What follows belongs to an exercise in optimizing a design on an open flow for small area; a production flow would make more cautious choices. In this exercise RTL edits were held to simulation tests only and were not proved equivalent to the original. The clock input has no modelled driver; a real chip could not lean on it and would need a root buffer or a full tree. No activity file was given, so power comes from the tool's default toggle rates.

## run A
==> flow/design.v <==
`timescale 1ns / 1ps
module stop_watch(clk, pause, rst, adj, select, anode, cathode);
    input clk, pause, rst, adj, select;
    output [3:0] anode;
    output [6:0] cathode;
    reg [5:0] p;
    reg h;
    reg [5:0] r;
    reg [2:0] c2;
    reg s2, s1, paused;
    reg [1:0] pend;
    reg mask;
    reg [2:0] st, mt;
    reg [3:0] su, mu;
    wire pw   = ~p[5] & ~p[3] & ~p[1] & ~p[0];    
    wire t400 = pw & ~h;
    wire rw   = r[5] & r[4] & r[0];            
    wire started = ~(r[5] & r[4] & r[2]);     
    wire post = t400 & rw & started;   
    wire [1:0] shown = {r[1] ^ c2[0], r[0]};    
    wire [1:0] idx = shown + 2'd1;              
    wire blink = c2[0] ^ rw;                    
    wire s_top = (st[2] & st[1]) | (st[2] & st[0] & su[3] & su[0]);
    wire m_top = (mt[2] & mt[1]) | (mt[2] & mt[0] & mu[3] & mu[0]);
    wire [3:0] su1 = {(su[3] & ~su[0]) | (su[2] & su[1] & su[0]), su[2] ^ (su[1] & su[0]), ~su[3] & (su[1] ^ su[0]), ~su[0]};
    wire [3:0] mu1 = {(mu[3] & ~mu[0]) | (mu[2] & mu[1] & mu[0]), mu[2] ^ (mu[1] & mu[0]), ~mu[3] & (mu[1] ^ mu[0]), ~mu[0]};
    wire [3:0] su2 = {su[2] & su[1], su[2] ^ su[1], ~su[3] & ~su[1], su[0]};
    wire [3:0] mu2 = {mu[2] & mu[1], mu[2] ^ mu[1], ~mu[3] & ~mu[1], mu[0]};
    wire [2:0] st1 = {st[2] ^ (st[1] & st[0]), st[1] ^ st[0], ~st[0]};
    wire [2:0] mt1 = {mt[2] ^ (mt[1] & mt[0]), mt[1] ^ mt[0], ~mt[0]};
    always @(posedge clk) begin
        if (rst) begin
            p <= 6'd1; h <= 1'b0; r <= 6'd53; c2 <= 3'd7;
            s2 <= 1'b0; paused <= 1'b0; mask <= 1'b1;
            st <= 3'd0; su <= 4'd0; mt <= 3'd0; mu <= 4'd0;
        end else begin
            p <= pw ? 6'd1 : {p[4:0], p[5] ^ p[0]};
            if (pw) h <= ~h;
            if (t400) begin
                if (rw) begin r <= 6'd0; c2 <= c2 + 3'd1; end
                else r <= r + 6'd1;
                s2 <= pause;
                if (s2 & ~s1) paused <= ~paused;
                mask <= adj & ~blink & (select == idx[1]);
            end
            if (post & ~paused) begin
                case (pend)
                2'd1: begin  
                    if (s_top) begin
                        if (m_top) begin st <= 3'd5; su <= 4'd9; mt <= 3'd5; mu <= 4'd9; end
                        else begin
                            st <= 3'd0; su <= 4'd0;
                            mu <= mu1;
                            if (mu[3] & mu[0]) mt <= mt1;
                        end
                    end else begin
                        su <= su1;
                        if (su[3] & su[0]) st <= st1;
                    end
                end
                2'd3: begin  
                    if (s_top) begin st <= 3'd0; su <= 4'd0; end
                    else begin su <= su2; if (su[3]) st <= st1; end
                end
                2'd2: begin  
                    if (m_top) begin mt <= 3'd0; mu <= 4'd0; end
                    else begin mu <= mu2; if (mu[3]) mt <= mt1; end
                end
                default: ;
                endcase
            end
        end
        if (t400) s1 <= s2;
        if (pw) pend <= (adj & c2[1:0] == 2'b01) ? {1'b1, select} :
                        (~adj & c2 == 3'b011) ? 2'd1 : 2'd0;
    end
    reg [3:0] dig;
    always @(*) begin
        case (shown)
        2'd0: dig = {1'b0, mt};
        2'd1: dig = mu;
        2'd2: dig = {1'b0, st};
        default: dig = su;
        endcase
    end
    reg [6:0] seg;
    always @(*) begin
        case (dig)
        4'd0: seg = 7'b1000000;
        4'd1: seg = 7'b1111001;
        4'd2: seg = 7'b0100100;
        4'd3: seg = 7'b0110000;
        4'd4: seg = 7'b0011001;
        4'd5: seg = 7'b0010010;
        4'd6: seg = 7'b0000010;
        4'd7: seg = 7'b1111000;
        4'd8: seg = 7'b0000000;
        4'd9: seg = 7'b0010000;
        default: seg = 7'bxxxxxxx;
        endcase
    end
    assign anode = started ? ~(4'b1000 >> shown) : 4'b1111;
    assign cathode = mask ? 7'b1111111 : seg;
endmodule
Settings: LEC_CHECK=0, CAP_MARGIN=0, CORE_MARGIN=2, CORE_UTILIZATION=40, SLEW_MARGIN=0; clock period 6.0 ns.
standard.sh (not shown) runs the stock make flow with config.mk's settings and CLKGATE_MAP_FILE= SYNTH_SCRIPT=/design/flow/synth_recipe.tcl, a recipe that flattens the netlist after the stock synthesis.
==> flow/flow/run.sh <==
#!/bin/bash
# Own layout flow: the standard synthesis, then the combinational logic between the
# (unchanged) flip-flops is re-optimised for area with ABC, proven equivalent to the standard
# netlist with a SAT miter, and the standard ORFS flow continues from that netlist.
set -euo pipefail
W=$PWD
F=$W/flow
PLAT=${FLOW_PLATFORM:-sky130hd}
TOP=${FLOW_TOP:-stop_watch}
R=$W/orfs/results/$PLAT/stop_watch/base
LIB=$FLOW_HOME/platforms/$PLAT/lib/sky130_fd_sc_hd__tt_025C_1v80.lib

bash standard.sh synth > $W/log_1_standard_synth.log 2>&1

cp $R/1_2_yosys.v $W/std_netlist.v
python3 $F/unmap.py $LIB $W/std_netlist.v $W/std_unmapped.v > $W/log_2_unmap.log 2>&1

DU=$(sed -n '/DONT_USE_CELLS/,/^$/p' $FLOW_HOME/platforms/$PLAT/config.mk | tr -d '\\' \
     | grep -o 'sky130_fd_sc_hd__[a-z0-9_]*' | sed 's/^/-dont_use /' | tr '\n' ' ')
# several deepsyn runs with different seeds, in parallel; the smallest proven one is used
run_reopt() {
  local S=$1
  cat > $W/reopt_$S.ys <<EOT
read_liberty -lib $LIB
read_verilog $W/std_unmapped.v
hierarchy -top $TOP
opt -purge
techmap
opt -fast -purge
abc -liberty $LIB $DU -script +strash;&get,-n;&deepsyn,-J,2000,-T,240,-S,$S;&dch,-f;&nf,-R,1000;&put
opt_clean -purge
hilomap -singleton -hicell sky130_fd_sc_hd__conb_1 HI -locell sky130_fd_sc_hd__conb_1 LO
insbuf -buf sky130_fd_sc_hd__buf_4 A X
splitnets
opt_clean -purge
stat -liberty $LIB
write_verilog -noattr -nohex -nodec $W/reopt_netlist_$S.v
EOT
  yosys -s $W/reopt_$S.ys > $W/log_3_reopt_$S.log 2>&1 || true
}
for S in 1 2 3 4 5 6 7 8; do run_reopt $S & done
wait
for S in 9 10 11 12 13 14 15 16; do run_reopt $S & done
wait

python3 $F/cut.py $W/std_unmapped.v $W/cut_gold.v $TOP
ok=0
for S in $(for S in $(seq 1 16); do a=$(grep 'Chip area' $W/log_3_reopt_$S.log | awk '{print $NF}' || true); [[ -n "$a" ]] && echo "$a $S"; done | sort -n | awk '{print $2}'); do
  # prove the new logic equal to the standard netlist's, flip-flops cut
  python3 $F/unmap.py $LIB $W/reopt_netlist_$S.v $W/reopt_unmapped_$S.v >> $W/log_2_unmap.log 2>&1
  python3 $F/cut.py $W/reopt_unmapped_$S.v $W/cut_gate_$S.v $TOP
  cat > $W/equiv_$S.ys <<EOT
read_verilog $W/cut_gold.v
rename $TOP gold
read_verilog $W/cut_gate_$S.v
rename $TOP gate
proc
opt_clean
miter -equiv -flatten -make_assert -ignore_gold_x gold gate miter
hierarchy -top miter
sat -verify -prove-asserts miter
EOT
  if yosys -s $W/equiv_$S.ys > $W/log_4_equiv_$S.log 2>&1 && grep -q "SUCCESS" $W/log_4_equiv_$S.log; then
    ok=1; cp $W/reopt_netlist_$S.v $W/reopt_netlist.v
    echo "seed $S chosen" > $W/log_4_equiv.log
    break
  fi
done
if [[ $ok == 1 ]]; then
  echo "using re-optimised netlist" | tee $W/log_5_choice.log
  cp $W/reopt_netlist.v $R/1_2_yosys.v
  rm -f $R/1_synth.odb $R/1_synth.sdc
else
  echo "re-optimisation failed or not proven; using the standard netlist" | tee $W/log_5_choice.log
fi

PORTBUF="BUFFER_PORTS_ARGS=-buffer_cell sky130_fd_sc_hd__buf_1"
bash standard.sh place "$PORTBUF" > $W/log_6_standard_place.log 2>&1

# clock tree: the clock port drives three clock buffers, each driving a cluster of flip-flops
FLOW_HOME=$FLOW_HOME PLAT=$PLAT R=$R CLKPORT=clk CLKBUFS=3 CLKBUF=sky130_fd_sc_hd__clkbuf_8 \
  openroad -no_init -exit $F/mycts.tcl > $W/log_7_cts.log 2>&1
cp $R/4_1_cts.odb $R/4_cts.odb
touch $R/4_cts.sdc

bash standard.sh finish "$PORTBUF" > $W/log_8_standard_finish.log 2>&1
Other scripts of this flow, unchanged in this note and not shown: flow/flow/cut.py, flow/flow/mycts.tcl, flow/flow/unmap.py
diff inputs: run A => run B
Settings: SLEW_MARGIN now 20, was 0; CAP_MARGIN now 20, was 0.
diff --git a/flow/flow/run.sh b/flow/flow/run.sh
--- a/flow/flow/run.sh
+++ b/flow/flow/run.sh
@@ -41 +41 @@
-for S in 1 2 3 4 5 6 7 8; do run_reopt $S & done
+for S in 1 2 3 4; do run_reopt $S & done
@@ -43 +43 @@
-for S in 9 10 11 12 13 14 15 16; do run_reopt $S & done
+for S in 5 6 7 8; do run_reopt $S & done
@@ -48 +48 @@
-for S in $(for S in $(seq 1 16); do a=$(grep 'Chip area' $W/log_3_reopt_$S.log | awk '{print $NF}' || true); [[ -n "$a" ]] && echo "$a $S"; done | sort -n | awk '{print $2}'); do
+for S in $(for S in 1 2 3 4 5 6 7 8; do a=$(grep 'Chip area' $W/log_3_reopt_$S.log | awk '{print $NF}' || true); [[ -n "$a" ]] && echo "$a $S"; done | sort -n | awk '{print $2}'); do
- Diff run A..run B | critical path depth | unchanged
- ~same placeable core region in run A and run B
- [compare] base=run A new=run B: post-layout worst setup margin shows no meaningful change, number of pins exceeding their max-slew limit in the final report shows no meaningful change, multi-input gate area in the final layout shows no meaningful change.
The inputs of run C differ from those of run B as listed below.
diff --git a/flow/flow/run.sh b/flow/flow/run.sh
--- a/flow/flow/run.sh
+++ b/flow/flow/run.sh
@@ -41 +41 @@
-for S in 1 2 3 4; do run_reopt $S & done
+for S in 1 2 3 4 5 6 7 8; do run_reopt $S & done
@@ -43 +43 @@
-for S in 5 6 7 8; do run_reopt $S & done
+for S in 9 10 11 12 13 14 15 16; do run_reopt $S & done
@@ -48 +48 @@
-for S in $(for S in 1 2 3 4 5 6 7 8; do a=$(grep 'Chip area' $W/log_3_reopt_$S.log | awk '{print $NF}' || true); [[ -n "$a" ]] && echo "$a $S"; done | sort -n | awk '{print $2}'); do
+for S in $(for S in $(seq 1 16); do a=$(grep 'Chip area' $W/log_3_reopt_$S.log | awk '{print $NF}' || true); [[ -n "$a" ]] && echo "$a $S"; done | sort -n | awk '{print $2}'); do
- The number of instances in the synthesized netlist on run C is in line with that on run B.
- Run C closes out successfully: all stages finished, all timing, DRC and antenna checks passed.
- Comparing run C against run B, there is no change at all in sequential cell area.
- Number of design-rule violations left by the first detailed-router iteration came out exactly the same in run C and run B.
- Taking run B as the reference, in run C summed negative setup slack over all endpoints stayed essentially flat; combinational group share of total power stayed essentially flat; number of global-route vias before repair stayed essentially flat; largest stage delay on the critical path stayed essentially flat; share of the clock period used by the worst path after layout stayed essentially flat.
No run of this note takes its clock network from TritonCTS; it comes from the design's own scripts or RTL.

afterwards: timing with drivers on the ports:
The flow's constraints put no driver on any port. The routed layouts listed below were extracted and timed again, unchanged, in two steps.
Step 1, drivers: a clkbuf_16 drives clk and a buf_2 each remaining input, both assumed.
Step 2 adds t to the input delays and takes it off the output delays; t is the mean of the earliest and latest rising clock arrival at the registers after step 1. Input paths then give back, and output paths get back, about the clock's delay inside the block.
a / b / c = ideal ports / drivers / drivers and shift; a / b = the first two.
| run | shift t [ns] | setup slack, ns | clock arrival spread, ns |
|---|---|---|---|
| run A | 0.188 | 2.031 / 1.982 / 2.070 | 0.025 / 0.025 |
| run B | 0.188 | 2.031 / 1.982 / 2.070 | 0.025 / 0.025 |
| run C | 0.188 | 2.031 / 1.982 / 2.070 | 0.025 / 0.025 |
After both steps every run listed still meets setup and hold.
